This design comes from an exercise in tuning for small area on the open sky130 flow, not from production work.
In this exercise RTL edits were held to simulation tests only and were not proved equivalent to the original.
The clock port is modelled as an ideal driver; clocking choices that lean on that would not hold on a real chip.

### flow/flow/run.sh
#!/bin/bash
# Own layout flow. Same as the standard flow (standard.sh) except:
#  - synthesis: the standard synthesis script, with only the ABC mapping
#    script replaced by an area-oriented one (flow/area.abc). Registers are
#    mapped before ABC, so they keep the standard names and cell types.
#  - port buffers use sky130_fd_sc_hd__buf_1 (every port still gets one);
#  - clock-tree synthesis uses clkbuf_8 buffers and no dummy loads.
# Each tool's full output stays in orfs/logs/; make's output goes to make.log.
set -euo pipefail
W=$(pwd)
# synthesis script: synth_recipe.tcl with ORFS's synth.tcl swapped for a copy
# whose only change is the ABC script
sed "s|log_cmd abc {\*}\$abc_args|log_cmd abc -script $W/flow/area.abc {*}[lrange \$abc_args 2 end]|" \
  "$FLOW_HOME/scripts/synth.tcl" > "$W/synth_area.tcl"
grep -q "flow/area.abc" "$W/synth_area.tcl"
sed "s|source \$::env(SCRIPTS_DIR)/synth.tcl|source $W/synth_area.tcl|" synth_recipe.tcl > "$W/own_synth.tcl"
grep -q "synth_area.tcl" "$W/own_synth.tcl"
bash standard.sh \
  "SYNTH_SCRIPT=$W/own_synth.tcl" \
  'BUFFER_PORTS_ARGS=-buffer_cell sky130_fd_sc_hd__buf_1' \
  'CTS_ARGS=-sink_clustering_enable -repair_clock_nets -dont_use_dummy_load -buf_list sky130_fd_sc_hd__clkbuf_8' \
  finish > make.log 2>&1
### flow/flow/area.abc
&get -n
&st
&dch
&nf -R 1000 -p -C 32 -F 8
&put
topo
dnsize -c
### flow/standard.sh
#!/bin/bash
# synth_recipe.tcl (not shown) runs the flow's synth.tcl, then flattens the netlist and writes it again
# the make line also repeats each setting of config.mk as NAME=value (left out here)
make -C /OpenROAD-flow-scripts/flow DESIGN_CONFIG=/design/flow/config.mk WORK_HOME=/design/flow/orfs CLKGATE_MAP_FILE= SYNTH_SCRIPT=/design/flow/synth_recipe.tcl "${@:-finish}"
### flow/config.mk
export PLATFORM = sky130hd
export DESIGN_NAME = CPU
export DESIGN_NICKNAME = CPU
export VERILOG_FILES = /design/flow/design.v
export SDC_FILE = /design/flow/constraint.sdc
export NUM_CORES = 4
export LEC_CHECK = 0
export CAP_MARGIN = 20
export CORE_MARGIN = 2
export CORE_UTILIZATION = 40
export SLEW_MARGIN = 20
### flow/constraint.sdc
create_clock -name core_clock -period 8.0 [get_ports {CLK}]
set_input_delay 1.6000 -clock core_clock [delete_from_list [all_inputs] [get_ports {CLK}]]
set_output_delay 1.6000 -clock core_clock [all_outputs]
set_load 0.01 [all_outputs]
### flow/design.v
module CPU
(
    input wire CLK,
    input wire RST,
    input wire [ 7 : 0 ] INPUT,
    input wire INTR_in,
    output wire [ 7 : 0 ] imem_addr,
    input wire [ 7 : 0 ] imem_data,
    input wire [ 7 : 0 ] imem_m0,
    input wire [ 7 : 0 ] imem_m1,
    output wire [ 7 : 0 ] dmem_addr,
    output wire [ 7 : 0 ] dmem_wdata,
    output wire dmem_we,
    output wire dmem_re,
    input wire [ 7 : 0 ] dmem_rdata,
    output wire [ 7 : 0 ] OUTPUT
);
localparam K_NOP  = 5'd0,  K_ADD  = 5'd1,  K_SUB  = 5'd2,  K_OR   = 5'd3,
           K_NOT  = 5'd4,  K_NEG  = 5'd5,  K_INC  = 5'd6,  K_DEC  = 5'd7,
           K_SETC = 5'd8,  K_PASSW = 5'd9, K_MOVIN = 5'd10, K_JMP = 5'd11,
           K_LOOPT = 5'd12, K_LDM = 5'd13,
           K_STA  = 5'd16, K_STI  = 5'd17, K_POP  = 5'd18, K_RET  = 5'd19,
           K_OUT  = 5'd20, K_CALL = 5'd21, K_INT  = 5'd22, K_LDI  = 5'd23,
           K_LDD  = 5'd24;
localparam AS_INSTR = 2'd0, AS_SP = 2'd1, AS_SP1 = 2'd2;
function [8:0] add8;
    input [7:0] a, b;
    input       c;
    integer     i;
    reg         k;
    begin
        k = c;
        for (i = 0; i < 8; i = i + 1) begin
            add8[i] = a[i] ^ b[i] ^ k;
            k = (a[i] & b[i]) | (k & (a[i] ^ b[i]));
        end
        add8[8] = k;
    end
endfunction
reg [7:0] pc;                  
reg [7:0] ir_d, pc_d;          
reg       sb;                  
reg [7:0] r0, r1, r2, r3;      
reg [7:0] ea, eb, ec;          
reg [4:0] k_e;                 
reg [1:0] rd_e;
reg [7:0] alu_m, addr_m, wd_m;
reg       wr_m, we_m, re_m, mo_m, br_m;
reg [1:0] rs_m, rd_m;
reg [7:0] mo_w, aux_w;
reg       wr_w, br_w, re_w;
reg [1:0] rs_w, rd_w;
reg [3:0] flg;                 
reg [7:0] outr;
wire [3:0] opc = ir_d[7:4];
wire [1:0] fa  = ir_d[3:2];
wire [1:0] fb  = ir_d[1:0];
reg       d_ret, d_wsel, d_call, d_st;
reg       d_2b, d_intr, d_jmp, d_spinc;
reg [1:0] d_rd, d_as;
reg [4:0] d_k;
always @(*) begin
    d_ret = 1'b0; d_wsel = 1'b0; d_call = 1'b0; d_st = 1'b0;
    d_2b = 1'b0; d_intr = 1'b0; d_jmp = 1'b0; d_spinc = 1'b0;
    d_rd = fb; d_as = AS_INSTR; d_k = K_NOP;
    if (!sb) begin
        if (INTR_in) begin
            d_intr = 1'b1; d_k = K_INT; d_wsel = 1'b1; d_as = AS_SP; d_rd = 2'd3;
        end else begin
            case (opc)
                4'd1: d_k = K_MOVIN;
                4'd2: d_k = K_ADD;
                4'd3: d_k = K_SUB;
                4'd4: d_k = K_PASSW;
                4'd5: d_k = K_OR;
                4'd6: begin
                    case (fa)
                        2'd0, 2'd1: begin d_k = K_PASSW; d_rd = ir_d[2:1]; end
                        2'd2: d_k = K_SETC;
                        default: ;
                    endcase
                end
                4'd7: begin
                    case (fa)
                        2'd0: begin d_k = K_STA; d_as = AS_SP; d_st = 1'b1; end
                        2'd1: begin d_k = K_POP; d_spinc = 1'b1; d_as = AS_SP1; d_rd = ir_d[2:1]; end
                        2'd2: begin d_k = K_OUT; d_st = 1'b1; end
                        default: begin d_k = K_MOVIN; d_rd = ir_d[2:1]; end
                    endcase
                end
                4'd8: begin
                    case (fa)
                        2'd0: d_k = K_NOT;
                        2'd1: d_k = K_NEG;
                        2'd2: d_k = K_INC;
                        default: d_k = K_DEC;
                    endcase
                    d_rd = ir_d[2:1];
                end
                4'd9: begin
                    if (flg[~fa]) begin d_k = K_JMP; d_jmp = 1'b1; end
                end
                4'd10: begin
                    d_k = K_PASSW;
                    if (flg[3]) begin d_k = K_LOOPT; d_jmp = 1'b1; end
                end
                4'd11: begin
                    case (fa)
                        2'd0: begin d_k = K_JMP; d_jmp = 1'b1; end
                        2'd1: begin d_k = K_CALL; d_jmp = 1'b1; d_as = AS_SP; d_wsel = 1'b1;
                                    d_call = 1'b1; d_rd = 2'd3; end
                        default: begin d_k = K_RET; d_as = AS_SP1; d_rd = 2'd3; d_ret = 1'b1;
                                    d_spinc = 1'b1; end
                    endcase
                end
                4'd12: d_2b = 1'b1;
                4'd13: begin d_k = K_LDI; d_rd = ir_d[2:1]; end
                4'd14: begin d_k = K_STI; d_st = 1'b1; end
                default: ;
            endcase
        end
    end else begin
        case (ec[3:2])
            2'd0: begin d_k = K_LDM; d_rd = ec[1:0]; end
            2'd1: begin d_k = K_LDD; d_rd = ec[1:0]; end
            2'd2: begin d_k = K_STA; d_st = 1'b1; end
            default: ;
        endcase
    end
end
reg        wr_e, we_e, re_e, mo_e, br_e, apre_e;
reg  [1:0] rs_e;
reg        use_a, inv_b, cin, dec, is_or, zn, cv, setc;
always @(*) begin
    wr_e = 1'b0; we_e = 1'b0; re_e = 1'b0; mo_e = 1'b0; br_e = 1'b0; apre_e = 1'b0;
    rs_e = 2'b10;
    use_a = 1'b0; inv_b = 1'b0; cin = 1'b0; dec = 1'b0; is_or = 1'b0;
    zn = 1'b0; cv = 1'b0; setc = 1'b0;
    case (k_e)
        K_ADD:   begin wr_e = 1'b1; mo_e = 1'b1; use_a = 1'b1; zn = 1'b1; cv = 1'b1; end
        K_SUB:   begin wr_e = 1'b1; mo_e = 1'b1; use_a = 1'b1; inv_b = 1'b1; cin = 1'b1; zn = 1'b1; cv = 1'b1; end
        K_OR:    begin wr_e = 1'b1; mo_e = 1'b1; is_or = 1'b1; zn = 1'b1; end
        K_NOT:   begin wr_e = 1'b1; mo_e = 1'b1; inv_b = 1'b1; zn = 1'b1; end
        K_NEG:   begin wr_e = 1'b1; mo_e = 1'b1; inv_b = 1'b1; cin = 1'b1; zn = 1'b1; end
        K_INC:   begin wr_e = 1'b1; mo_e = 1'b1; cin = 1'b1; zn = 1'b1; end
        K_DEC:   begin wr_e = 1'b1; mo_e = 1'b1; dec = 1'b1; zn = 1'b1; end
        K_SETC:  setc = 1'b1;
        K_PASSW: begin wr_e = 1'b1; mo_e = 1'b1; end
        K_MOVIN: begin wr_e = 1'b1; rs_e = 2'b01; end
        K_JMP:   begin mo_e = 1'b1; br_e = 1'b1; end
        K_LOOPT: begin wr_e = 1'b1; mo_e = 1'b1; br_e = 1'b1; end
        K_LDM:   begin wr_e = 1'b1; mo_e = 1'b1; rs_e = 2'b11; end
        K_STA:   begin we_e = 1'b1; apre_e = 1'b1; end
        K_STI:   we_e = 1'b1;
        K_POP:   begin re_e = 1'b1; wr_e = 1'b1; apre_e = 1'b1; rs_e = 2'b00; end
        K_RET:   begin re_e = 1'b1; we_e = 1'b1; wr_e = 1'b1; apre_e = 1'b1; rs_e = 2'b00; end
        K_OUT:   re_e = 1'b1;
        K_CALL:  begin mo_e = 1'b1; br_e = 1'b1; apre_e = 1'b1; we_e = 1'b1; wr_e = 1'b1; rs_e = 2'b00; end
        K_INT:   begin wr_e = 1'b1; we_e = 1'b1; apre_e = 1'b1; rs_e = 2'b00; end
        K_LDI:   begin re_e = 1'b1; wr_e = 1'b1; end
        K_LDD:   begin re_e = 1'b1; wr_e = 1'b1; apre_e = 1'b1; end
        default: ;
    endcase
end
wire ret_h   = d_ret | (we_e & re_e) | (we_m & re_m);
wire lu      = re_w & wr_w & ((rd_e == fa) | (rd_e == fb));
wire lu_stall = ~br_w & ~d_2b & lu;
wire pc_hold = ret_h | lu_stall;
wire flush_d = ret_h | br_w;
wire hold_d  = ~ret_h & lu_stall;
wire flush_e = ~ret_h & (br_w | d_2b | lu);
wire [1:0] xa = d_st ? fb : fa;
reg [7:0] rd1, rd2;
always @(*) begin
    case (xa) 2'd0: rd1 = r0; 2'd1: rd1 = r1; 2'd2: rd1 = r2; default: rd1 = r3; endcase
    case (fb) 2'd0: rd2 = r0; 2'd1: rd2 = r1; 2'd2: rd2 = r2; default: rd2 = r3; endcase
end
wire [8:0] spid_c = add8(r3, {{7{~d_spinc}}, 1'b1}, 1'b0);
wire [7:0] spid = spid_c[7:0];
wire [8:0] pc_inc_c = add8(pc, 8'd0, 1'b1);
wire [7:0] pc_inc = pc_inc_c[7:0];
always @(posedge CLK) begin
    if (!RST)
        pc <= imem_m0;
    else if (!pc_hold)
        pc <= d_intr ? imem_m1 : d_jmp ? mo_w : pc_inc;
end
assign imem_addr = pc;
always @(posedge CLK or negedge RST) begin
    if (!RST) begin
        ir_d <= 8'h00; pc_d <= 8'h00; sb <= 1'b0;
    end else begin
        sb <= d_2b;
        if (flush_d) begin
            ir_d <= 8'h00; pc_d <= 8'h00;
        end else if (!hold_d) begin
            ir_d <= imem_data; pc_d <= pc;
        end
    end
end
always @(posedge CLK or negedge RST) begin
    if (!RST) begin
        k_e <= K_NOP; rd_e <= 2'd0;
    end else if (flush_e) begin
        k_e <= K_NOP; rd_e <= 2'd0;
    end else begin
        k_e <= d_k; rd_e <= d_rd;
    end
end
wire [7:0] alu;
wire [7:0] mo_nx = mo_m ? alu_m : dmem_rdata;    
wire fa_m = ~d_st & wr_e & (rd_e == fa);
wire fa_w = ~d_st & wr_m & (rd_m == fa);
wire fb_m = wr_e & (rd_e == fb);
wire fb_w = wr_m & (rd_m == fb);
wire [7:0] fwd_a = fa_m ? alu : fa_w ? mo_nx : rd1;
wire [7:0] fwd_b = fb_m ? alu : fb_w ? mo_nx : rd2;
wire [8:0] pcw_c = add8(pc_d, 8'd0, d_call);
always @(posedge CLK) begin
    ea <= d_wsel ? pcw_c[7:0] : fwd_a;
    eb <= fwd_b;
    ec <= (d_as == AS_SP) ? r3 : (d_as == AS_SP1) ? spid : ir_d;
end
wire [7:0] A = ea;
wire [7:0] B = eb;
wire [7:0] P = use_a ? A : {8{dec}};
wire [7:0] Q = inv_b ? ~B : B;
wire [8:0] Sc = add8(P, Q, cin);
wire [8:0] S = {P[7] ^ Q[7] ^ Sc[8], Sc[7:0]};
assign alu = is_or ? (A | B) : S[7:0];
wire       f_z = zn & ~|alu;
wire       f_n = zn & alu[7];
wire       f_v = cv & (P[7] == Q[7]) & (S[7] != P[7]);
wire       f_c = (cv & S[8]) | setc;
wire [7:0] addr_e = apre_e ? ec : alu;
wire [7:0] wd_e   = (rs_e == 2'b11) ? ec : ea;
always @(posedge CLK) flg <= {f_v, f_c, f_n, f_z};
always @(posedge CLK or negedge RST) begin
    if (!RST) begin
        wr_m <= 1'b0; we_m <= 1'b0; re_m <= 1'b0; mo_m <= 1'b0; br_m <= 1'b0;
    end else begin
        wr_m <= wr_e; we_m <= we_e; re_m <= re_e; mo_m <= mo_e; br_m <= br_e;
    end
end
always @(posedge CLK) begin
    alu_m <= alu; addr_m <= addr_e; wd_m <= wd_e; rs_m <= rs_e; rd_m <= rd_e;
end
assign dmem_addr  = addr_m;
assign dmem_wdata = wd_m;
assign dmem_we    = we_m & ~re_m;
assign dmem_re    = re_m & wr_m;
always @(posedge CLK or negedge RST) begin
    if (!RST) begin
        wr_w <= 1'b0; br_w <= 1'b0; re_w <= 1'b0;
    end else begin
        wr_w <= wr_m; br_w <= br_m; re_w <= re_m;
    end
end
always @(posedge CLK) begin
    mo_w <= mo_nx;
    aux_w <= wd_m; rs_w <= rs_m; rd_w <= rd_m;
end
reg [7:0] wdata;
always @(*) begin
    case (rs_w)
        2'b00: wdata = spid;
        2'b01: wdata = INPUT;
        2'b10: wdata = mo_w;
        default: wdata = aux_w;
    endcase
end
always @(posedge CLK or negedge RST) begin
    if (!RST) begin
        r0 <= 8'd0; r1 <= 8'd0; r2 <= 8'd0; r3 <= 8'd255;
    end else if (wr_w) begin
        case (rd_w)
            2'd0: r0 <= wdata;
            2'd1: r1 <= wdata;
            2'd2: r2 <= wdata;
            default: r3 <= wdata;
        endcase
    end
end
always @(posedge CLK or negedge RST) begin
    if (!RST) outr <= 8'd0;
    else if (re_w & ~wr_w) outr <= aux_w;
end
assign OUTPUT = outr;
endmodule
==> flow_summary.json, run 1 <==
{
  "status": "timing/DRC/antenna clean",
  "worstPathRequired_ns": 8.30,
  "synth-warning-count": 1,
  "synth-edff-count": 8,
  "fill_cells": 1785,
  "hp-class": "reg -> reg",
  "cts.path.max_buffers": 2,
  "htree_levels": 4,
  "cts_made_buffers": 17,
  "arrival_ns": 6.46,
  "path_cells": "buf_1 > nor2_1 > nand3_1 > nand2_1 > clkinv_1 > fa_1 > fa_1 > fa_1 > clkinv_1 > fa_1 > clkinv_1 > fa_1 > fa_1 > a222oi_1 > a21boi_0 > o21ai_0",
  "path_class": "in -> reg",
  "max_stage_delay_ns": 0.49,
  "drtIter0Drc": 542,
  "period_needed_ns": 6.166,
  "layout.nets": 912,
  "holdBufCountCts": 0,
  "finalClockSkew_ns": 0.03861,
  "syn_nets": 813,
  "place_inst": 1041,
  "start_util_pct": 40.93,
  "synth_top_flop_cell": "dfxtp_1",
  "synth_cells": 732,
  "final_max_slew_viol_count": 0,
  "drtPass1Iterations": 6,
  "yosysUniqueCellTypes": 55,
  "slew_headroom_pct": 39.20,
  "io_pins": 77,
  "grt_antenna_before_repair": 0,
  "fin_crit_sh_pct": 77.08,
  "worst_slew_pin_slew_ns": 0.9087,
  "maxCapViolations": 0,
  "grt_max_degree": 50,
  "grt_pass1_vias": 5946,
  "wl_per_cell_um": 21.24,
  "clock_latency_ns": 0.46,
  "cts_sinks": 156,
  "drive_gt1_share_pct": 3.860,
  "rows": 49,
  "syn_area_per_cell_um2": 10.08,
  "areaGrowthSynthToFinish_pct": 11.47,
  "clk_pin_slew_ns": 0.09,
  "synthArstFlopShare_pct": 46.15,
  "port_buffers": 76,
  "cp-start-kind": "primary input",
  "max_freq_ghz": 0.1622,
  "end_kind": "register",
  "antenna_cells": 0,
  "via_per_inst": 5.871,
  "cts_resized": 0,
  "coreArea_um2": 18020,
  "post-cts-setup-buffers": 0,
  "cts_root_buf": "clkbuf_8",
  "grtUsageTotal_pct": 23.38,
  "die_area_um2": 19550,
  "grt_overflow": 0,
  "vias": 6212,
  "critPathSlowestCell": "fa_1",
  "die_h_um": 139.8,
  "die_w_um": 139.8,
  "crit_top_cell": "fa_1",
  "drc": 0,
  "finalHoldViolations": 0,
  "tns_ns": 0,
  "ant_nets": 0,
  "yosysSeqAreaShare_pct": 48.44,
  "gp_congestion": 0.9445,
  "cts_tree": "done",
  "final-setup-viol-count": 0,
  "synth_seq_cells": 156,
  "crit_fanout": 11,
  "netlist_area_um2": 7377,
  "rsz0062_at_grt": "no",
  "instances_no_fill": 1058,
  "grt_pass1_wl_mm": 34.73,
  "wl_mm": 22.48,
  "place_hpwl_mm": 16.73
}
[final cells by class]
cell class              instances  area [um^2]  share of cell area, %
inverters                      23        86.33                  1.050
repair buffers                 80        319.1                  3.880
flip-flops and latches        156         3573                  43.46
well taps                     229        286.5                  3.484
clock buffers                  17        234.0                  2.845
multi-input cells             553         3724                  45.28
[metal layers]
metal  global-route usage (%)  share of wire (%)  wire (um)
met1                    33.33                 45      10210
met4                    5.526                1.3        293
met5                        0                  0          0
met3                    4.405                7.0       1581
met2                    37.02                 46      10390
[worst max-delay path: cells and delay by family]
family / cells / cell delay, ns
fa+ha+maj: 6 / 2.38
simple gates: 3 / 0.95
compound gates: 3 / 0.87
buf+inv: 4 / 0.65
[through the flow]
stage          util (%)  hold WS (ns)  setup WS (ns)  cell area [um^2]
6_report          45.62        0.3552          1.834              8223
5_1_grt           45.62        0.3641          1.478              8223
4_1_cts           45.61        0.3565          1.909              8220
3_5_place_dp      44.31        0.3391          1.435              7986
3_3_place_gp      44.29        0.3331          1.604              7983
2_1_floorplan         -        0.3096          2.150              7377
[Yosys cell counts, types with 16 or more instances]
library cell | instances | area, um^2
o21ai_0 | 59 | 295.3
dfrtp_1 | 64 | 1602
clkinv_1 | 23 | 86.33
ha_1 | 24 | 300.3
dfxtp_1 | 76 | 1521
nor2_1 | 64 | 240.2
nand2_1 | 94 | 352.8
nor3_1 | 19 | 95.09
mux2_1 | 28 | 315.3
a21oi_1 | 63 | 315.3
a222oi_1 | 22 | 220.2
a32o_1 | 16 | 160.2
[final timing paths]
check	cells past startpoint	slack [ns]	endpoint	start
setup reg to reg	16	2.23	r1[6]	ir_d[2]
hold reg to reg	0	0.36	aux_w[4]	wd_m[4]
max in group asynchronous	2	5.82	r1[7]	RST
min in group asynchronous	1	1.17	pc_d[5]	RST
setup / recovery	16	1.83	r1[6]	INTR_in
hold / removal	0	0.36	aux_w[4]	wd_m[4]
[cell usage in the layout (no fill, tap or decap), drive strengths merged, types with 9 or more instances in the layout]
| cell type | Yosys | final |
|---|---|---|
| nor2b | 9 | 9 |
| mux2 | 28 | 28 |
| a21oi | 63 | 63 |
| dfxtp | 76 | 76 |
| ha | 24 | 24 |
| a32o | 16 | 16 |
| nor3 | 19 | 19 |
| clkinv | 23 | 23 |
| clkbuf | 0 | 18 |
| dfrtp | 64 | 64 |
| xnor2 | 11 | 11 |
| o21ai | 59 | 59 |
| fa | 14 | 14 |
| buf | 0 | 79 |
| nand3 | 11 | 11 |
| mux2i | 11 | 11 |
| a222oi | 22 | 22 |
| xor2 | 10 | 10 |
| nor2 | 64 | 64 |
| nand2b | 10 | 10 |
| nand2 | 94 | 94 |
[logic make-up (layout without fill, tap and decap cells)]
kind of cell,Yosys count,count (layout),synth area share [%]
simple gates,230,230,13.77
flops,156,156,48.44
xor+xnor,21,21,2.493
mux,39,39,5.767
compound gates,225,225,20.49
fa+ha+maj,38,38,7.870
buf+inv,23,120,1.170
==> run 2: changes to the inputs <==
==> flow/flow/run.sh (replaced) <==
#!/bin/bash
# Own layout flow. Same as the standard flow (standard.sh) except:
#  - synthesis: the standard synthesis script (synth_recipe.tcl and ORFS's
#    synth.tcl) with only the ABC mapping script replaced. Several
#    area-oriented ABC scripts (flow/m*.abc) are tried and the one giving the
#    smallest cell area is used for the layout. Registers are mapped before
#    ABC, so they keep the standard names and cell types.
#  - port buffers use sky130_fd_sc_hd__buf_1 (every port still gets one);
#  - clock-tree synthesis uses clkbuf_8 buffers and no dummy loads.
# Each tool's full output stays in orfs/logs/ (and cand_*/logs/ for the
# trial syntheses); make's output goes to make*.log.
set -euo pipefail
W=$(pwd)
mk_synth() {  # $1: abc script -> $W/own_synth_<name>.tcl
  local n; n=$(basename "$1" .abc)
  sed "s|log_cmd abc {\*}\$abc_args|log_cmd abc -script $1 {*}[lrange \$abc_args 2 end]|" \
    "$FLOW_HOME/scripts/synth.tcl" > "$W/synth_$n.tcl"
  grep -q "$1" "$W/synth_$n.tcl"
  sed "s|source \$::env(SCRIPTS_DIR)/synth.tcl|source $W/synth_$n.tcl|" synth_recipe.tcl > "$W/own_synth_$n.tcl"
  grep -q "synth_$n.tcl" "$W/own_synth_$n.tcl"
}
best=""; best_area=""
for s in "$W"/flow/m*.abc; do
  n=$(basename "$s" .abc)
  mk_synth "$s"
  if make -C "$FLOW_HOME" DESIGN_CONFIG="$W/config.mk" WORK_HOME="$W/cand_$n" CLKGATE_MAP_FILE= \
       SYNTH_SCRIPT="$W/own_synth_$n.tcl" synth > "$W/make_cand_$n.log" 2>&1; then
    a=$(grep "Chip area for module" "$W/cand_$n/reports/$FLOW_PLATFORM/CPU/base/synth_stat.txt" | awk '{print $NF}')
    echo "$n $a" >> "$W/synth_candidates.txt"
    if [[ -z "$best" ]] || awk -v a="$a" -v b="$best_area" 'BEGIN{exit !(a < b)}'; then
      best=$n; best_area=$a
    fi
  fi
done
echo "chosen ${best:-standard} $best_area" >> "$W/synth_candidates.txt"
rm -rf "$W"/cand_*/objects "$W"/cand_*/results
synth_arg="SYNTH_SCRIPT=$W/synth_recipe.tcl"
if [[ -n "$best" ]]; then synth_arg="SYNTH_SCRIPT=$W/own_synth_$best.tcl"; fi
bash standard.sh \
  "$synth_arg" \
  'BUFFER_PORTS_ARGS=-buffer_cell sky130_fd_sc_hd__buf_1' \
  'CTS_ARGS=-sink_clustering_enable -repair_clock_nets -dont_use_dummy_load -buf_list sky130_fd_sc_hd__clkbuf_8' \
  finish > make.log 2>&1
==> flow/flow/m1.abc (new file) <==
&get -n
&st
&dch
&nf -R 1000 -p -C 32 -F 8
&put
topo
dnsize -c
==> flow/flow/m2.abc (new file) <==
&get -n
&st
&dch
&nf -R 1000 -p -C 32 -F 8
&put
strash
&get -n
&st
&dch
&nf -R 1000 -p -C 32 -F 8
&put
topo
dnsize -c
==> flow/flow/m3.abc (new file) <==
&get -n
&st
&dch
&nf -R 1000 -p -C 32 -F 8
&put
strash
&get -n
&st
&dch
&nf -R 1000 -p -C 32 -F 8
&put
strash
&get -n
&st
&dch
&nf -R 1000 -p -C 32 -F 8
&put
topo
dnsize -c
==> flow/flow/m4.abc (new file) <==
strash
ifraig
dc2
&get -n
&st
&dch
&nf -R 1000 -p -C 32 -F 8
&put
strash
&get -n
&st
&dch
&nf -R 1000 -p -C 32 -F 8
&put
topo
dnsize -c
removed: flow/flow/area.abc
==> run 2 against run 1 <==
Against the previous run: sequential cell count unchanged; synthesized area is 1.1% lower; clock skew fell by 0.013 ns; critical endpoint unchanged; highest routed layer is now met5.
==> flow_summary.json, run 2 <==
{
  "syn_area_per_cell_um2": 10.05,
  "grt_pass1_vias": 5791,
  "whs_ns": 0.3014,
  "cts_tree": "done",
  "min-delay-start": "rs_m[0]",
  "vias": 6055,
  "grtUsageTotal_pct": 22.93,
  "cp-startpoint": "INTR_in",
  "most-common-layout-cells": "dfxtp_1, buf_1, nor2_1, a21oi_1, nand2_1",
  "reg2reg_from": "k_e[1]",
  "synth-simple-area-share_pct": 13.62,
  "grt_antenna_before_repair": 2,
  "hold_end": "rs_w[0]",
  "cts_resized": 0,
  "worst_slew_pin_slew_ns": 1.105,
  "drt-met1-wl_mm": 9.714,
  "tns_ns": 0,
  "synth.area.top_cells": "dfrtp_1, dfxtp_1, a21oi_1, o21ai_0, ha_1",
  "synth_compound_area_share_pct": 19.79,
  "port_buffers": 76,
  "via_per_inst": 5.734,
  "met2_length_mm": 9.929,
  "arrival_ns": 6.36,
  "crit_top_cell": "fa_1",
  "synthArstFlopShare_pct": 46.15,
  "drc": 0,
  "cts_root_buf": "clkbuf_8",
  "synth_cells": 726,
  "maxCapViolations": 0,
  "areaGrowthSynthToFinish_pct": 11.97,
  "clk_pin_slew_ns": 0.09,
  "synth-edff-count": 8,
  "critPathBufInv": 5,
  "holdPathStages": 0,
  "yosysUniqueCellTypes": 48,
  "synthMuxAreaShare_pct": 6.225,
  "worstPathRequired_ns": 8.29,
  "synth_seq_cells": 156,
  "path_cells": "buf_1 > or2_0 > o31ai_1 > buf_4 > clkinv_1 > fa_1 > fa_1 > fa_1 > clkinv_1 > fa_1 > clkinv_1 > fa_1 > fa_1 > a222oi_1 > a21boi_0 > o21ai_0",
  "slew_headroom_pct": 26.08,
  "critPathSlowestCell": "fa_1",
  "cts_sinks": 156,
  "htree_levels": 4,
  "crit_fanout": 11,
  "end_kind": "register",
  "rows": 49,
  "finalClockSkew_ns": 0.02542,
  "rsz0062_at_grt": "no",
  "ant_nets": 0,
  "cts_made_buffers": 17,
  "syn_nets": 807,
  "die_h_um": 139.1,
  "drtPass1Iterations": 6,
  "synth_xor_area_share_pct": 2.401,
  "final_max_slew_viol_count": 0,
  "reg2reg_depth": 20,
  "regToRegSetupSlack_ns": 2.20,
  "yosysSeqAreaShare_pct": 48.98,
  "place_hpwl_mm": 16.52,
  "drtIter0Drc": 701,
  "max_stage_delay_ns": 0.50,
  "cts.path.max_buffers": 2,
  "die_w_um": 139.1,
  "grt_overflow": 0,
  "final-setup-viol-count": 0,
  "wl_mm": 21.91,
  "wl_per_cell_um": 20.75,
  "synth_top_family_by_area": "compound AO/OA/AOI/OAI gates",
  "post-cts-setup-buffers": 0,
  "yosysMostFrequentCell": "dfxtp_1",
  "period_needed_ns": 6.077,
  "finalHoldViolations": 0,
  "holdBufCountCts": 0,
  "place_inst": 1038,
  "crit_family": "adder cells",
  "post-route-util_pct": 45.63,
  "status": "timing/DRC/antenna clean",
  "hp-class": "reg -> reg",
  "final_common_cell": "dfxtp_1",
  "routed.top_layer": "met5",
  "max_freq_ghz": 0.1645,
  "die_area_um2": 19340,
  "synth_fa_ha_area_share_pct": 7.957,
  "start_util_pct": 40.75,
  "synth_top_flop_cell": "dfxtp_1",
  "yosys-top-cells-count": "dfxtp_1, nor2_1, a21oi_1",
  "path_class": "in -> reg",
  "cp-start-kind": "primary input",
  "gp_congestion": 0.9225,
  "synth_area_leader_cell": "dfrtp_1",
  "grt_pass1_wl_mm": 33.97,
  "layout.nets": 909,
  "clock_latency_ns": 0.45,
  "coreArea_um2": 17900,
  "synth-warning-count": 1,
  "drive_gt1_share_pct": 4.358,
  "instances_no_fill": 1056,
  "r2r-end": "ea[7]",
  "synth_top_area_share_pct": 21.95,
  "grt_max_degree": 59,
  "fin_crit_sh_pct": 75.97,
  "io_pins": 77,
  "netlist_area_um2": 7296,
  "dr_wl_met3_mm": 1.929
}
[run 2: final cells by class]
class                           instances  area, um^2
Clock buffer                           17       234.0
Multi-Input combinational cell        550        3656
Fill cell                            1795        9733
Tap cell                              229       286.5
Sequential cell                       156        3573
Inverter                               20       75.07
Antenna cell                            1       2.502
Timing Repair Buffer                   83       341.6
[run 2: kinds of logic (layout without fill, tap and decap cells)]
family          count (synthesis)  in the layout
simple gates                  223            223
flops                         156            156
buf+inv                        20            120
compound gates                228            228
fa+ha+maj                      38             38
xor+xnor                       20             20
mux                            41             41
other cells                     0              1
[run 2: per-stage QoR]
step                      setup slack, ns  area, um^2
final                               1.923        8169
after global routing                1.652        8167
after CTS                           1.993        8164
after detailed placement            1.514        7930
after global placement              1.761        7930
after floorplan                     1.499        7296
[run 2: routing by layer]
layer,track usage [%],vias to the layer above
met5,0,-
met1,32.45,2879
li1,-,2873
met4,5.369,2
met2,35.00,278
met3,6.526,23
[run 2: how the worst max path moves through the flow]
| stage | cells past startpoint | slack (ns) | endpoint |
|---|---|---|---|
| after floorplan | 14 | 1.50 | r0[6] |
| after global placement | 16 | 1.76 | r1[6] |
| after detailed placement | 16 | 1.51 | r2[6] |
| after CTS | 16 | 1.99 | r1[6] |
| after global routing | 16 | 1.65 | r1[6] |
| final | 16 | 1.92 | r1[6] |
[run 2: worst register-to-register path, cell delays in order, from the launching register on]
cell and delay (ns):
dfrtp_1 0.46, clkinv_1 0.18, ha_1 0.35, nand2_1 0.07, nor2_1 0.47, a21oi_1 0.20, fa_1 0.49, fa_1 0.43
fa_1 0.40, fa_1 0.38, clkinv_1 0.06, fa_1 0.15, clkinv_1 0.07, fa_1 0.36, clkinv_1 0.07, fa_1 0.18
fa_1 0.46, o21ai_0 0.38, clkinv_1 0.21, o21ai_0 0.20, o22ai_1 0.10
==> run 3: changes to the inputs <==
--- a/flow/config.mk
+++ b/flow/config.mk
@@ -9,3 +9,4 @@
 export CORE_MARGIN = 2
-export CORE_UTILIZATION = 40
+export CORE_UTILIZATION = 60
+export PLACE_DENSITY = 0.75
 export SLEW_MARGIN = 20
==> run 3 against run 2 <==
Against the previous run: worst hold slack better by 0.031 ns; first-iteration DRC count up 51%; critical path type unchanged; critical endpoint is now r2[6].
==> flow_summary.json, run 3 <==
{
  "status": "timing/DRC/antenna clean",
  "crit_top_cell": "fa_1",
  "gp_congestion": 0.9524,
  "worstPathRequired_ns": 8.31,
  "place_hpwl_mm": 16.24,
  "rows": 40,
  "critPathSlowestCell": "fa_1",
  "cts_root_buf": "clkbuf_8",
  "syn_area_per_cell_um2": 10.05,
  "dp_slack_ns": 1.593,
  "synth_seq_cells": 156,
  "drc": 0,
  "cts_made_buffers": 17,
  "post-route-util_pct": 67.57,
  "slew_headroom_pct": 28.18,
  "yosysMostFrequentCell": "dfxtp_1",
  "areaGrowthSynthToFinish_pct": 10.79,
  "rsz0062_at_grt": "no",
  "vias": 6346,
  "fin_crit_sh_pct": 74.48,
  "yosysUniqueCellTypes": 48,
  "finalClockSkew_ns": 0.02690,
  "port_buffers": 76,
  "wl_mm": 21.76,
  "cts_tree": "done",
  "drive_gt1_share_pct": 4.710,
  "start_util_pct": 60.99,
  "die_w_um": 114.3,
  "worst_slew_pin_slew_ns": 1.073,
  "synth-edff-count": 8,
  "via_per_inst": 6.509,
  "end_kind": "register",
  "max_freq_ghz": 0.1678,
  "layout.nets": 911,
  "drtPass1Iterations": 8,
  "post-cts-setup-buffers": 0,
  "die_area_um2": 13060,
  "whs_ns": 0.3320,
  "grt_max_degree": 56,
  "grt_overflow": 0,
  "tns_ns": 0,
  "grtUsageTotal_pct": 34.71,
  "maxCapViolations": 0,
  "clock_latency_ns": 0.46,
  "netlist_area_um2": 7296,
  "path_cells": "buf_1 > or2_0 > o31ai_1 > buf_4 > clkinv_1 > fa_1 > fa_1 > fa_1 > clkinv_1 > fa_1 > clkinv_1 > fa_1 > fa_1 > a222oi_1 > a21boi_0 > o21ai_0",
  "synth_top_flop_cell": "dfxtp_1",
  "drtIter0Drc": 1059,
  "syn_nets": 807,
  "synth_top_area_share_pct": 21.95,
  "finalHoldViolations": 0,
  "crit_fanout": 11,
  "die_h_um": 114.3,
  "yosys-top-cells-count": "dfxtp_1, nor2_1, a21oi_1",
  "crit_family": "adder cells",
  "critPathBufInv": 5,
  "final_common_cell": "dfxtp_1",
  "max_stage_delay_ns": 0.50,
  "instances_no_fill": 975,
  "clk_pin_slew_ns": 0.08,
  "cts_sinks": 156,
  "grt_pass1_vias": 6020,
  "coreArea_um2": 11960,
  "io_pins": 77,
  "synth-warning-count": 1,
  "ant_nets": 0,
  "fin_ws_ns": 2.042,
  "holdBufCountCts": 0,
  "place_area_um2": 7835,
  "cts.path.max_buffers": 2,
  "htree_levels": 4,
  "period_needed_ns": 5.958,
  "synthArstFlopShare_pct": 46.15,
  "grt_antenna_before_repair": 1,
  "final_max_slew_viol_count": 0,
  "place_inst": 957,
  "cp-start-kind": "primary input",
  "hp-class": "reg -> reg",
  "final-setup-viol-count": 0,
  "yosysSeqAreaShare_pct": 48.98,
  "path_class": "in -> reg",
  "grt_pass1_wl_mm": 33.47,
  "cts_resized": 0,
  "synth_area_leader_cell": "dfrtp_1",
  "wl_per_cell_um": 22.32,
  "most-common-layout-cells": "dfxtp_1, nor2_1, buf_1",
  "design_area_um2": 8083,
  "antenna_cells": 0,
  "synth_cells": 726,
  "arrival_ns": 6.26,
  "synth.area.top_cells": "dfrtp_1, dfxtp_1, a21oi_1, o21ai_0, ha_1"
}
==> run 3: cell counts after synthesis <==
No cell type changed its count.
==> run 3: worst paths after layout <==
check / from / to / slack, ns / cells past startpoint
max in group asynchronous: RST / r3[0] / 5.82 / 2
setup reg to reg: k_e[1] / ea[7] / 2.09 / 20
min in group asynchronous: RST / r2[4] / 1.22 / 1
hold / removal: rs_m[1] / rs_w[1] / 0.33 / 0
setup / recovery: INTR_in / r2[6] / 2.04 / 16
hold reg to reg: rs_m[1] / rs_w[1] / 0.33 / 0
==> run 3: layer usage <==
layer	GRT usage (%)	routed length, um	up-vias
met1	46.17	8733	2990
met2	53.53	9917	413
met5	0	17	-
met3	9.529	2199	70
met4	15.28	895	2
li1	-	-	2871
==> run 3: kinds of logic after synthesis <==
logic type                 count (synthesis)  synth area share [%]
AOI/OAI and AO/OA                        228                 19.79
xor gates and xnor gates                  20                 2.401
adders and majority gates                 38                 7.958
buffers and inverters                     20                 1.029
DFF                                      156                 48.98
muxes                                     41                 6.225
and+or+nand+nor                          223                 13.62
==> run 3: cell type report <==
cell class              count  area (um^2)
fillers                   985         3879
multi-input cells         550         3660
flip-flops and latches    156         3573
repair buffers             85        356.6
clock buffers              17        234.0
well taps                 147        183.9
inverters                  20        75.07
==> run 3: worst reg2reg max path: stages, from the launching register on <==
cell	delay, ns
dfrtp_1	0.47
clkinv_1	0.18
ha_1	0.36
nand2_1	0.09
nor2_1	0.52
a21oi_1	0.20
fa_1	0.49
fa_1	0.43
fa_1	0.40
fa_1	0.38
clkinv_1	0.07
fa_1	0.16
clkinv_1	0.07
fa_1	0.36
clkinv_1	0.07
fa_1	0.18
fa_1	0.45
o21ai_0	0.37
clkinv_1	0.22
o21ai_0	0.20
o22ai_1	0.11
==> run 4: changes to the inputs <==
--- a/flow/flow/run.sh
+++ b/flow/flow/run.sh
@@ -8,7 +8,11 @@
 #  - port buffers use sky130_fd_sc_hd__buf_1 (every port still gets one);
-#  - clock-tree synthesis uses clkbuf_8 buffers and no dummy loads.
-# Each tool's full output stays in orfs/logs/ (and cand_*/logs/ for the
-# trial syntheses); make's output goes to make*.log.
+#  - clock-tree synthesis uses clkbuf_8 buffers and no dummy loads; after it,
+#    flow/clkdown.tcl swaps clock buffers to clkbuf_4 where the clock slew at
+#    the flip-flops stays low.
+# Each tool's full output stays in orfs/logs/ (cand_*/logs/ for the trial
+# syntheses, clkdown.log for the clock-buffer step); make's output goes to
+# make*.log.
 set -euo pipefail
 W=$(pwd)
+R="$W/orfs/results/$FLOW_PLATFORM/CPU/base"
 mk_synth() {  # $1: abc script -> $W/own_synth_<name>.tcl
@@ -38,6 +42,9 @@
 if [[ -n "$best" ]]; then synth_arg="SYNTH_SCRIPT=$W/own_synth_$best.tcl"; fi
-bash standard.sh \
-  "$synth_arg" \
-  'BUFFER_PORTS_ARGS=-buffer_cell sky130_fd_sc_hd__buf_1' \
-  'CTS_ARGS=-sink_clustering_enable -repair_clock_nets -dont_use_dummy_load -buf_list sky130_fd_sc_hd__clkbuf_8' \
-  finish > make.log 2>&1
+args=("$synth_arg"
+  'BUFFER_PORTS_ARGS=-buffer_cell sky130_fd_sc_hd__buf_1'
+  'CTS_ARGS=-sink_clustering_enable -repair_clock_nets -dont_use_dummy_load -buf_list sky130_fd_sc_hd__clkbuf_8')
+bash standard.sh "${args[@]}" cts > make_cts.log 2>&1
+CTS_ODB="$R/4_cts.odb" CTS_SDC="$R/4_cts.sdc" CLK_SLEW_LIMIT=0.105 \
+  PLATFORM_DIR="$FLOW_HOME/platforms/$FLOW_PLATFORM" LIB_FILE="$FLOW_HOME/platforms/$FLOW_PLATFORM/lib/sky130_fd_sc_hd__tt_025C_1v80.lib" \
+  openroad -no_init -exit "$W/flow/clkdown.tcl" > "$W/clkdown.log" 2>&1 || true
+bash standard.sh "${args[@]}" finish > make.log 2>&1
==> flow/flow/clkdown.tcl (new file) <==
# Post-CTS step: swap clock-tree buffers from clkbuf_8 to clkbuf_4 one at a
# time, keeping a swap only while the worst clock slew at any flip-flop stays
# under CLK_SLEW_LIMIT (ns, placement-based estimate). Reads and rewrites the
# CTS result in place.
read_liberty $::env(LIB_FILE)
read_db $::env(CTS_ODB)
read_sdc $::env(CTS_SDC)
source $::env(PLATFORM_DIR)/setRC.tcl
set_propagated_clock [all_clocks]
set limit $::env(CLK_SLEW_LIMIT)
proc max_ck_slew {} {
  set mx 0
  foreach pin [get_pins -hierarchical */CLK] {
    set t [expr max([get_property $pin slew_max_rise],[get_property $pin slew_max_fall])]
    if {$t > $mx} {set mx $t}
  }
  return $mx
}
estimate_parasitics -placement
puts "before: max clock slew [max_ck_slew]"
set changed 0
foreach inst [[ord::get_db_block] getInsts] {
  if {[[$inst getMaster] getName] == "sky130_fd_sc_hd__clkbuf_8"} {
    set name [$inst getName]
    replace_cell [get_cells $name] sky130_fd_sc_hd__clkbuf_4
    estimate_parasitics -placement
    if {[max_ck_slew] > $limit} {
      replace_cell [get_cells $name] sky130_fd_sc_hd__clkbuf_8
      estimate_parasitics -placement
    } else {
      incr changed
    }
  }
}
puts "downsized $changed clock buffers; after: max clock slew [max_ck_slew]"
check_placement
write_db $::env(CTS_ODB)
==> flow/flow/m5.abc (new file) <==
&get -n
&st
&dch
&nf -R 1000 -p -C 32 -F 8
&put
strash
&get -n
&st
&dch
&nf -R 1000 -p -C 32 -F 8
&put
strash
&get -n
&st
&dch
&nf -R 1000 -p -C 32 -F 8
&put
strash
&get -n
&st
&dch
&nf -R 1000 -p -C 32 -F 8
&put
topo
dnsize -c
--- a/flow/config.mk
+++ b/flow/config.mk
@@ -9,4 +9,3 @@
 export CORE_MARGIN = 2
-export CORE_UTILIZATION = 60
-export PLACE_DENSITY = 0.75
+export CORE_UTILIZATION = 40
 export SLEW_MARGIN = 20
==> run 4 against run 3 <==
Against the previous run: maximum frequency rose by 3.3%; synthesized cell count shrank 0.41%; setup slack better by 0.19 ns; largest cell class unchanged.
==> flow_summary.json, run 4 <==
{
  "yosysSeqAreaShare_pct": 49.05,
  "die_w_um": 139.0,
  "arrival_ns": 6.19,
  "cts.path.max_buffers": 2,
  "status": "timing/DRC/antenna clean",
  "cts_root_buf": "clkbuf_8",
  "netlist_area_um2": 7286,
  "htree_levels": 4,
  "grt_max_degree": 49,
  "hp-class": "reg -> reg",
  "regArea_um2": 3573,
  "vias": 6136,
  "synth_top_area_share_pct": 21.98,
  "start_util_pct": 40.70,
  "areaGrowthSynthToFinish_pct": 11.39,
  "grtUsageTotal_pct": 23.22,
  "cts_sinks": 156,
  "design_area_um2": 8115,
  "io_pins": 77,
  "clock_latency_ns": 0.60,
  "synth_top_flop_cell": "dfxtp_1",
  "cp-start-kind": "primary input",
  "drc": 0,
  "tns_ns": 0,
  "final_common_cell": "nand2_1",
  "clk_pin_slew_ns": 0.08,
  "cts_tree": "done",
  "fill_cells": 1766,
  "place_hpwl_mm": 16.51,
  "coreArea_um2": 17900,
  "grt_overflow": 0,
  "crit_top_cell": "fa_1",
  "critPathBufInv": 5,
  "max_stage_delay_ns": 0.49,
  "drtPass1Iterations": 7,
  "finalClockSkew_ns": 0.03532,
  "ant_nets": 0,
  "worstPathRequired_ns": 8.42,
  "layout.nets": 907,
  "yosys-top-cells-count": "nand2_1, dfxtp_1, o21ai_0",
  "post-cts-setup-buffers": 0,
  "synth.area.top_cells": "dfrtp_1, dfxtp_1, o21ai_0, mux2_1, nand2_1",
  "final_max_slew_viol_count": 0,
  "grt_pass1_wl_mm": 34.52,
  "wl_mm": 21.76,
  "drtIter0Drc": 692,
  "cts_resized": 0,
  "synth-edff-count": 8,
  "place_area_um2": 7926,
  "die_h_um": 139.0,
  "crit_family": "adder cells",
  "end_kind": "register",
  "slew_headroom_pct": 35.72,
  "fin_crit_sh_pct": 72.11,
  "path_cells": "buf_1 > or2_0 > o31ai_1 > buf_4 > clkinv_1 > fa_1 > fa_1 > fa_1 > clkinv_1 > fa_1 > clkinv_1 > fa_1 > fa_1 > a222oi_1 > a21boi_0 > a21oi_1",
  "die_area_um2": 19310,
  "synth_cells": 723,
  "period_needed_ns": 5.769,
  "synth_seq_cells": 156,
  "port_buffers": 76,
  "max_freq_ghz": 0.1734,
  "crit_fanout": 11,
  "final-setup-viol-count": 0,
  "finalHoldViolations": 0,
  "multi_input_area_um2": 3649,
  "yosysUniqueCellTypes": 48,
  "path_class": "in -> reg",
  "drive_gt1_share_pct": 4.490,
  "worst_slew_pin_slew_ns": 0.9600,
  "most-common-layout-cells": "nand2_1, dfxtp_1, buf_1",
  "syn_area_per_cell_um2": 10.08,
  "synthArstFlopShare_pct": 46.15,
  "critPathSlowestCell": "fa_1",
  "synth-warning-count": 1,
  "gp_congestion": 0.9524,
  "yosysMostFrequentCell": "nand2_1",
  "rows": 49,
  "rsz0062_at_grt": "no",
  "grt_pass1_vias": 5949,
  "via_per_inst": 5.822,
  "holdBufCountCts": 0,
  "synth_area_leader_cell": "dfrtp_1",
  "maxCapViolations": 0,
  "syn_nets": 804,
  "cts_made_buffers": 17,
  "wl_per_cell_um": 20.65,
  "grt_antenna_before_repair": 1
}
==> run 4: changes by cell type after synthesis, moves of 4 or more <==
cell     previous run  this run
nor2_1             75        68
a31oi_1             4        13
mux2i_1            15         9
nand2_1            73        83
a21oi_1            74        57
o21ai_0            70        74
==> run 4: worst paths after layout <==
path | start | endpoint | slack (ns) | depth (start not counted)
max in group asynchronous | RST | k_e[3] | 5.97 | 2
max reg2reg | k_e[1] | ea[6] | 2.48 | 18
min | wd_m[6] | aux_w[6] | 0.35 | 0
min in group asynchronous | RST | outr[3] | 1.03 | 1
min reg2reg | wd_m[6] | aux_w[6] | 0.35 | 0
max | INTR_in | r0[6] | 2.23 | 16
==> run 4: per-stage QoR <==
stage          util, %  instances  setup slack (ns)  hold WS [ns]
4_1_cts          45.58       1053             2.129        0.3464
2_1_floorplan        -        723             1.467        0.3096
5_1_grt          45.33       1054             1.936        0.3691
6_report         45.33       1054             2.231        0.3535
3_5_place_dp     44.28       1036             1.638        0.3355
3_3_place_gp     44.23       1035             1.755        0.3336
==> run 4: area by class of cell <==
type / instances / share of cell area [%]
multi-input combinational: 548 / 44.96
antenna: 1 / 0.03084
tap: 229 / 3.531
clock buffer: 17 / 2.266
inverter: 19 / 0.8788
sequential: 156 / 44.03
timing repair buffer: 84 / 4.302
==> run 4: worst reg2reg max path: stages (launching register included) <==
cell and delay, ns:
dfrtp_1 0.49, clkinv_1 0.20, ha_1 0.34, nand2_1 0.07
nor2_1 0.48, a21oi_1 0.19, fa_1 0.45, fa_1 0.39
fa_1 0.39, fa_1 0.37, clkinv_1 0.06, fa_1 0.16
clkinv_1 0.08, fa_1 0.37, clkinv_1 0.08, fa_1 0.39
o21ai_0 0.53, o21ai_0 0.20, o22a_1 0.18
==> run 4: cell families after synthesis <==
| kind of cell | count (synthesis) | share of synthesized area [%] |
|---|---|---|
| AND/OR/NAND/NOR | 227 | 13.88 |
| AO/OA/AOI/OAI | 225 | 19.85 |
| flip-flops | 156 | 49.05 |
| multiplexers | 38 | 5.873 |
| adder cells (fa/ha/maj) | 38 | 7.968 |
| XOR/XNOR | 20 | 2.404 |
| buffers and inverters | 19 | 0.9789 |
==> run 4: layer usage <==
layer | routed length [um] | vias to the layer above | global-route usage (%) | part of all wire [%]
li1 | - | 2865 | - | -
met5 | 0 | - | 0 | 0
met3 | 1475 | 40 | 4.213 | 6.8
met1 | 9748 | 2953 | 33.44 | 45
met2 | 10000 | 278 | 35.44 | 46
met4 | 533 | 0 | 7.709 | 2.4
==> run 5: changes to the inputs <==
--- a/flow/config.mk
+++ b/flow/config.mk
@@ -10,2 +10,3 @@
 export CORE_UTILIZATION = 40
+export GPL_TIMING_DRIVEN = 0
 export SLEW_MARGIN = 20
==> run 5 against run 4 <==
Against the previous run: still clean on timing, DRC and antenna; global-route usage shrank 0.57 points; non-clock buffer count down 2; utilization is 0.30 points higher; synthesized area stayed put; die area did not move; highest routed layer is now met5.
==> flow_summary.json, run 5 <==
{
  "port_buffers": 76,
  "max_freq_ghz": 0.1524,
  "finalClockSkew_ns": 0.03265,
  "vias": 6034,
  "regArea_um2": 3573,
  "synth-warning-count": 1,
  "worstPathRequired_ns": 8.45,
  "post-cts-setup-buffers": 0,
  "slew_headroom_pct": 37.43,
  "coreArea_um2": 17900,
  "grt_overflow": 0,
  "synthArstFlopShare_pct": 46.15,
  "synth-edff-count": 8,
  "yosysUniqueCellTypes": 48,
  "grt_pass1_vias": 5870,
  "critPathBufInv": 4,
  "multi_input_area_um2": 3670,
  "end_kind": "register",
  "wl_mm": 21.55,
  "yosysSeqAreaShare_pct": 49.05,
  "cts_sinks": 156,
  "most-common-layout-cells": "nand2_1, dfxtp_1, buf_1",
  "grt_max_degree": 34,
  "ant_nets": 0,
  "netlist_area_um2": 7286,
  "die_h_um": 139.0,
  "final_max_slew_viol_count": 0,
  "status": "timing/DRC/antenna clean",
  "place_hpwl_mm": 16.25,
  "cp-start-kind": "primary input",
  "drive_gt1_share_pct": 4.745,
  "io_pins": 77,
  "drtPass1Iterations": 8,
  "drtIter0Drc": 616,
  "finalHoldViolations": 0,
  "synth_cells": 723,
  "final_common_cell": "nand2_1",
  "rows": 49,
  "path_class": "in -> reg",
  "fin_crit_sh_pct": 82.01,
  "start_util_pct": 40.70,
  "period_needed_ns": 6.561,
  "syn_area_per_cell_um2": 10.08,
  "areaGrowthSynthToFinish_pct": 12.12,
  "yosysMostFrequentCell": "nand2_1",
  "layout.nets": 905,
  "gp_congestion": 0.8820,
  "die_area_um2": 19310,
  "cts_resized": 0,
  "critPathSlowestCell": "o31ai_2",
  "cts_root_buf": "clkbuf_8",
  "rsz0062_at_grt": "no",
  "path_cells": "buf_1 > or2_0 > o31ai_2 > clkinv_1 > fa_1 > fa_1 > fa_1 > clkinv_1 > fa_1 > clkinv_1 > fa_1 > fa_1 > a222oi_1 > a21boi_0 > o21ai_0",
  "synth_seq_cells": 156,
  "tns_ns": 0,
  "grtUsageTotal_pct": 22.66,
  "final-setup-viol-count": 0,
  "max_stage_delay_ns": 0.79,
  "maxCapViolations": 0,
  "fill_cells": 1767,
  "die_w_um": 139.0,
  "grt_pass1_wl_mm": 33.63,
  "post-route-util_pct": 45.63,
  "syn_nets": 804,
  "holdBufCountCts": 0,
  "drc": 0,
  "worst_slew_pin_slew_ns": 0.9329,
  "wl_per_cell_um": 20.49,
  "synth_top_flop_cell": "dfxtp_1",
  "cts_tree": "done",
  "yosys-top-cells-count": "nand2_1, dfxtp_1, o21ai_0",
  "grt_antenna_before_repair": 2,
  "arrival_ns": 7.01,
  "cts.path.max_buffers": 2,
  "crit_family": "adder cells",
  "clk_pin_slew_ns": 0.08,
  "synth.area.top_cells": "dfrtp_1, dfxtp_1, o21ai_0, mux2_1, nand2_1",
  "crit_top_cell": "fa_1",
  "via_per_inst": 5.736,
  "synth_top_area_share_pct": 21.98,
  "cts_made_buffers": 17,
  "htree_levels": 4,
  "hp-class": "reg -> reg",
  "synth_area_leader_cell": "dfrtp_1",
  "clock_latency_ns": 0.61,
  "crit_fanout": 11
}
[run 5: cell counts after synthesis]
No cell type changed its count.
[run 5: worst register-to-register path: stages, from the launching register on]
cell	delay, ns
dfrtp_1	0.61
nand2b_1	0.20
nand3b_1	0.37
o31ai_2	0.89
clkinv_1	0.51
fa_1	0.52
fa_1	0.42
fa_1	0.42
clkinv_1	0.07
fa_1	0.18
clkinv_1	0.09
fa_1	0.41
fa_1	0.52
a222oi_1	0.31
a21boi_0	0.54
o21ai_0	0.15
[run 5: layer usage]
metal	share of wire [%]	up-vias	GRT usage, %
li1	-	2862	-
met1	46	2870	31.67
met2	45	250	35.00
met3	6.6	50	4.593
met4	2.5	2	8.187
met5	0.060	-	0
[run 5: cells by family after synthesis]
logic type / Yosys count / synth area share, %
buffers and inverters: 19 / 0.9789
xor gates and xnor gates: 20 / 2.404
adders and majority gates: 38 / 7.968
and+or+nand+nor: 227 / 13.88
DFF: 156 / 49.05
AOI/OAI and AO/OA: 225 / 19.85
muxes: 38 / 5.873
[run 5: final cells by class]
| class | count | area share, % |
|---|---|---|
| sequential | 156 | 43.74 |
| tap | 229 | 3.507 |
| multi-input combinational | 548 | 44.92 |
| antenna | 1 | 0.03063 |
| clock buffer | 17 | 2.405 |
| inverter | 19 | 0.8730 |
| timing repair buffer | 82 | 4.518 |
[run 5: worst paths after layout]
kind,startpoint,to,slack (ns),depth (start not counted)
worst max-delay path,INTR_in,r2[6],1.44,15
worst min-delay path,rs_m[0],rs_w[0],0.32,0
worst max register to register,ir_d[6],r2[6],1.61,15
worst min register to register,rs_m[0],rs_w[0],0.32,0
max in group asynchronous,RST,r3[0],6.49,3
min in group asynchronous,RST,pc_d[3],0.85,1
[run 5: metrics by stage]
step	hold slack, ns	setup WS [ns]	instance area, um^2	cells
finish	0.3201	1.439	8169	1052
global route	0.3460	1.107	8169	1052
CTS	0.3253	1.377	8194	1050
global placement	0.3136	0.3653	7858	1028
detailed placement	0.3198	0.9140	7960	1033
floorplan	0.3096	1.467	7286	723
==> run 6: changes to the inputs <==
--- a/flow/flow/run.sh
+++ b/flow/flow/run.sh
@@ -9,3 +9,3 @@
 #  - clock-tree synthesis uses clkbuf_8 buffers and no dummy loads; after it,
-#    flow/clkdown.tcl swaps clock buffers to clkbuf_4 where the clock slew at
+#    flow/clkdown.tcl swaps clock buffers to smaller ones where the clock slew at
 #    the flip-flops stays low.
@@ -46,3 +46,3 @@
 bash standard.sh "${args[@]}" cts > make_cts.log 2>&1
-CTS_ODB="$R/4_cts.odb" CTS_SDC="$R/4_cts.sdc" CLK_SLEW_LIMIT=0.105 \
+CTS_ODB="$R/4_cts.odb" CTS_SDC="$R/4_cts.sdc" CLK_SLEW_LIMIT=0.112 \
   PLATFORM_DIR="$FLOW_HOME/platforms/$FLOW_PLATFORM" LIB_FILE="$FLOW_HOME/platforms/$FLOW_PLATFORM/lib/sky130_fd_sc_hd__tt_025C_1v80.lib" \
--- a/flow/flow/clkdown.tcl
+++ b/flow/flow/clkdown.tcl
@@ -1,2 +1,2 @@
-# Post-CTS step: swap clock-tree buffers from clkbuf_8 to clkbuf_4 one at a
+# Post-CTS step: swap clock-tree buffers to smaller clkbuf cells one at a
 # time, keeping a swap only while the worst clock slew at any flip-flop stays
@@ -21,13 +21,18 @@
 set changed 0
+set sizes {sky130_fd_sc_hd__clkbuf_8 sky130_fd_sc_hd__clkbuf_4 sky130_fd_sc_hd__clkbuf_2}
 foreach inst [[ord::get_db_block] getInsts] {
-  if {[[$inst getMaster] getName] == "sky130_fd_sc_hd__clkbuf_8"} {
-    set name [$inst getName]
-    replace_cell [get_cells $name] sky130_fd_sc_hd__clkbuf_4
+  set cur [[$inst getMaster] getName]
+  set i [lsearch $sizes $cur]
+  if {$i < 0} { continue }
+  set name [$inst getName]
+  foreach smaller [lrange $sizes [expr $i + 1] end] {
+    replace_cell [get_cells $name] $smaller
     estimate_parasitics -placement
     if {[max_ck_slew] > $limit} {
-      replace_cell [get_cells $name] sky130_fd_sc_hd__clkbuf_8
+      replace_cell [get_cells $name] $cur
       estimate_parasitics -placement
-    } else {
-      incr changed
+      break
     }
+    set cur $smaller
+    incr changed
   }
--- a/flow/config.mk
+++ b/flow/config.mk
@@ -9,4 +9,3 @@
 export CORE_MARGIN = 2
-export CORE_UTILIZATION = 40
-export GPL_TIMING_DRIVEN = 0
+export CORE_UTILIZATION = 30
 export SLEW_MARGIN = 20
==> run 6 against run 5 <==
Against the previous run: still clean on timing, DRC and antenna; synthesized cell count stayed put; utilization is 12 points lower; critical path depth is 3 higher; non-clock buffer count is 1 higher; critical endpoint is now ea[6]; largest cell class unchanged.
==> flow_summary.json, run 6 <==
{
  "max_freq_ghz": 0.1726,
  "worstPathRequired_ns": 8.66,
  "arrival_ns": 6.45,
  "drtPass1Iterations": 8,
  "grt_pass1_vias": 5804,
  "final_max_slew_viol_count": 0,
  "start_util_pct": 30.22,
  "fin_crit_sh_pct": 72.42,
  "rows": 57,
  "max_stage_delay_ns": 0.74,
  "synth-warning-count": 1,
  "cts_sinks": 156,
  "finalHoldViolations": 0,
  "die_h_um": 159.8,
  "drtIter0Drc": 867,
  "yosys-top-cells-count": "nand2_1, dfxtp_1, o21ai_0",
  "gp_congestion": 0.9134,
  "cp-start-kind": "register",
  "grt_max_degree": 63,
  "synth_top_area_share_pct": 21.98,
  "status": "timing/DRC/antenna clean",
  "min-delay-start": "wd_m[6]",
  "r2r-end": "ea[6]",
  "areaGrowthSynthToFinish_pct": 12.90,
  "synth_area_leader_cell": "dfrtp_1",
  "synth.area.top_cells": "dfrtp_1, dfxtp_1, o21ai_0, mux2_1, nand2_1",
  "via_per_inst": 5.341,
  "syn_nets": 804,
  "reg2reg_from": "k_e[1]",
  "synth_cells": 723,
  "port_buffers": 76,
  "grt_pass1_wl_mm": 34.87,
  "netlist_area_um2": 7286,
  "drc": 0,
  "yosysUniqueCellTypes": 48,
  "crit_fanout": 9,
  "place_hpwl_mm": 17.21,
  "whs_ns": 0.3419,
  "yosysMostFrequentCell": "nand2_1",
  "final_common_cell": "nand2_1",
  "synth_top_flop_cell": "dfxtp_1",
  "holdPathStages": 0,
  "worst_slew_pin_slew_ns": 0.9142,
  "clock_latency_ns": 0.80,
  "path_cells": "clkinv_1 > ha_1 > nand2_1 > nor2_1 > a21oi_1 > fa_1 > fa_1 > fa_1 > fa_1 > clkinv_1 > fa_1 > clkinv_1 > fa_1 > clkinv_1 > fa_1 > o21ai_0 > o21ai_0 > o22a_1",
  "cts_tree": "done",
  "crit_top_cell": "fa_1",
  "cts_root_buf": "clkbuf_8",
  "finalClockSkew_ns": 0.03910,
  "grtUsageTotal_pct": 18.00,
  "cts.path.max_buffers": 2,
  "yosysSeqAreaShare_pct": 49.05,
  "rsz0062_at_grt": "no",
  "end_kind": "register",
  "hp-class": "reg -> reg",
  "die_w_um": 159.8,
  "vias": 6132,
  "reg2reg_depth": 18,
  "io_pins": 77,
  "htree_levels": 4,
  "wl_mm": 22.70,
  "layout.nets": 906,
  "synthArstFlopShare_pct": 46.15,
  "period_needed_ns": 5.794,
  "synth_seq_cells": 156,
  "grt_antenna_before_repair": 2,
  "maxCapViolations": 0,
  "final-setup-viol-count": 0,
  "critPathSlowestCell": "o21ai_0",
  "wl_per_cell_um": 19.77,
  "holdBufCountCts": 0,
  "regToRegSetupSlack_ns": 2.21,
  "coreArea_um2": 24110,
  "tns_ns": 0,
  "post-cts-setup-buffers": 0,
  "most-common-layout-cells": "nand2_1, dfxtp_1, buf_1",
  "cts_made_buffers": 17,
  "path_class": "reg -> reg",
  "grt_overflow": 0,
  "syn_area_per_cell_um2": 10.08,
  "ant_nets": 0,
  "cts_resized": 0,
  "clk_pin_slew_ns": 0.10,
  "slew_headroom_pct": 38.41,
  "drive_gt1_share_pct": 4.374,
  "die_area_um2": 25550,
  "synth-edff-count": 8,
  "hold_end": "aux_w[6]"
}
==> run 6: area by class of cell <==
type | count | area [um^2]
multi-input cells | 548 | 3646
inverters | 19 | 71.32
repair buffers | 83 | 339.1
fillers | 2546 | 15880
well taps | 324 | 405.4
clock buffers | 17 | 187.7
diodes | 1 | 2.502
flip-flops and latches | 156 | 3573
==> run 6: how the worst max path moves through the flow <==
stage | from | end | slack [ns]
after floorplan | INTR_in | r0[6] | 1.47
after global placement | INTR_in | r1[6] | 1.78
after detailed placement | INTR_in | r1[6] | 1.67
after CTS | INTR_in | r1[6] | 2.14
after global routing | k_e[1] | ea[6] | 1.90
final | k_e[1] | ea[6] | 2.21
==> run 6: metrics by stage <==
step / util [%] / std cells / cell area (um^2) / worst slack, ns
floorplan: - / 723 / 7286 / 1.467
global placement: 33.32 / 1130 / 8033 / 1.779
detailed placement: 33.34 / 1130 / 8038 / 1.669
CTS: 34.31 / 1147 / 8272 / 2.136
global route: 34.12 / 1148 / 8225 / 1.901
finish: 34.12 / 1148 / 8225 / 2.206
==> run 6: cells by family (layout without fill, tap and decap cells) <==
kind of cell | after synthesis | in the layout | share of synthesized area (%)
adder cells (fa/ha/maj) | 38 | 38 | 7.968
AO/OA/AOI/OAI | 225 | 225 | 19.85
buffers and inverters | 19 | 119 | 0.9789
multiplexers | 38 | 38 | 5.873
other | 0 | 1 | 0
XOR/XNOR | 20 | 20 | 2.404
AND/OR/NAND/NOR | 227 | 227 | 13.88
flip-flops | 156 | 156 | 49.05
==> run 6: metal layers <==
metal / global-route usage (%) / up-vias / part of all wire [%]
met3: 4.286 / 34 / 8.0
met5: 0 / - / 0
li1: - / 2870 / -
met4: 6.224 / 0 / 2.4
met2: 26.76 / 290 / 44
met1: 25.62 / 2938 / 46
==> run 6: critical path: cells and delay by family (launching register included) <==
family,cells,cell delay [ns]
adders and majority gates,8,2.83
and+or+nand+nor,2,0.56
AOI/OAI and AO/OA,4,1.36
DFF,1,0.51
buffers and inverters,4,0.39

==> port drivers added, routing unchanged <==
The results above use ideal ports. As a check the final layouts listed here were re-extracted and re-timed, cells and wires unchanged. Step 1 assumes that a clkbuf_16 drives the clock port and a buf_2 every other input. Step 2 times the ports against the registers' clock, not the clock port: input delays grow and output delays shrink by t, the midpoint of the rising clock arrivals with the driver on. Slacks: ideal / step 1 / step 2; pairs: ideal / step 1.
run | shift t [ns] | setup slack, ns | worst slew at a driven data input, ns
run 1 | 0.480 | 1.834 / 1.846 / 1.367 | 0.04
run 2 | 0.477 | 1.923 / 1.939 / 1.462 | 0.08
run 3 | 0.489 | 2.042 / 2.060 / 1.571 | 0.04
run 4 | 0.620 | 2.231 / 2.247 / 1.627 | 0.04
run 5 | 0.637 | 1.439 / 1.461 / 0.824 | 0.04
run 6 | 0.818 | 2.206 / 2.206 / 1.590 | 0.04
After both steps every run listed still meets setup and hold. For run 6, which loses most, drivers alone change the setup slack by 0.000 ns; drivers and shift together by -0.616 ns.
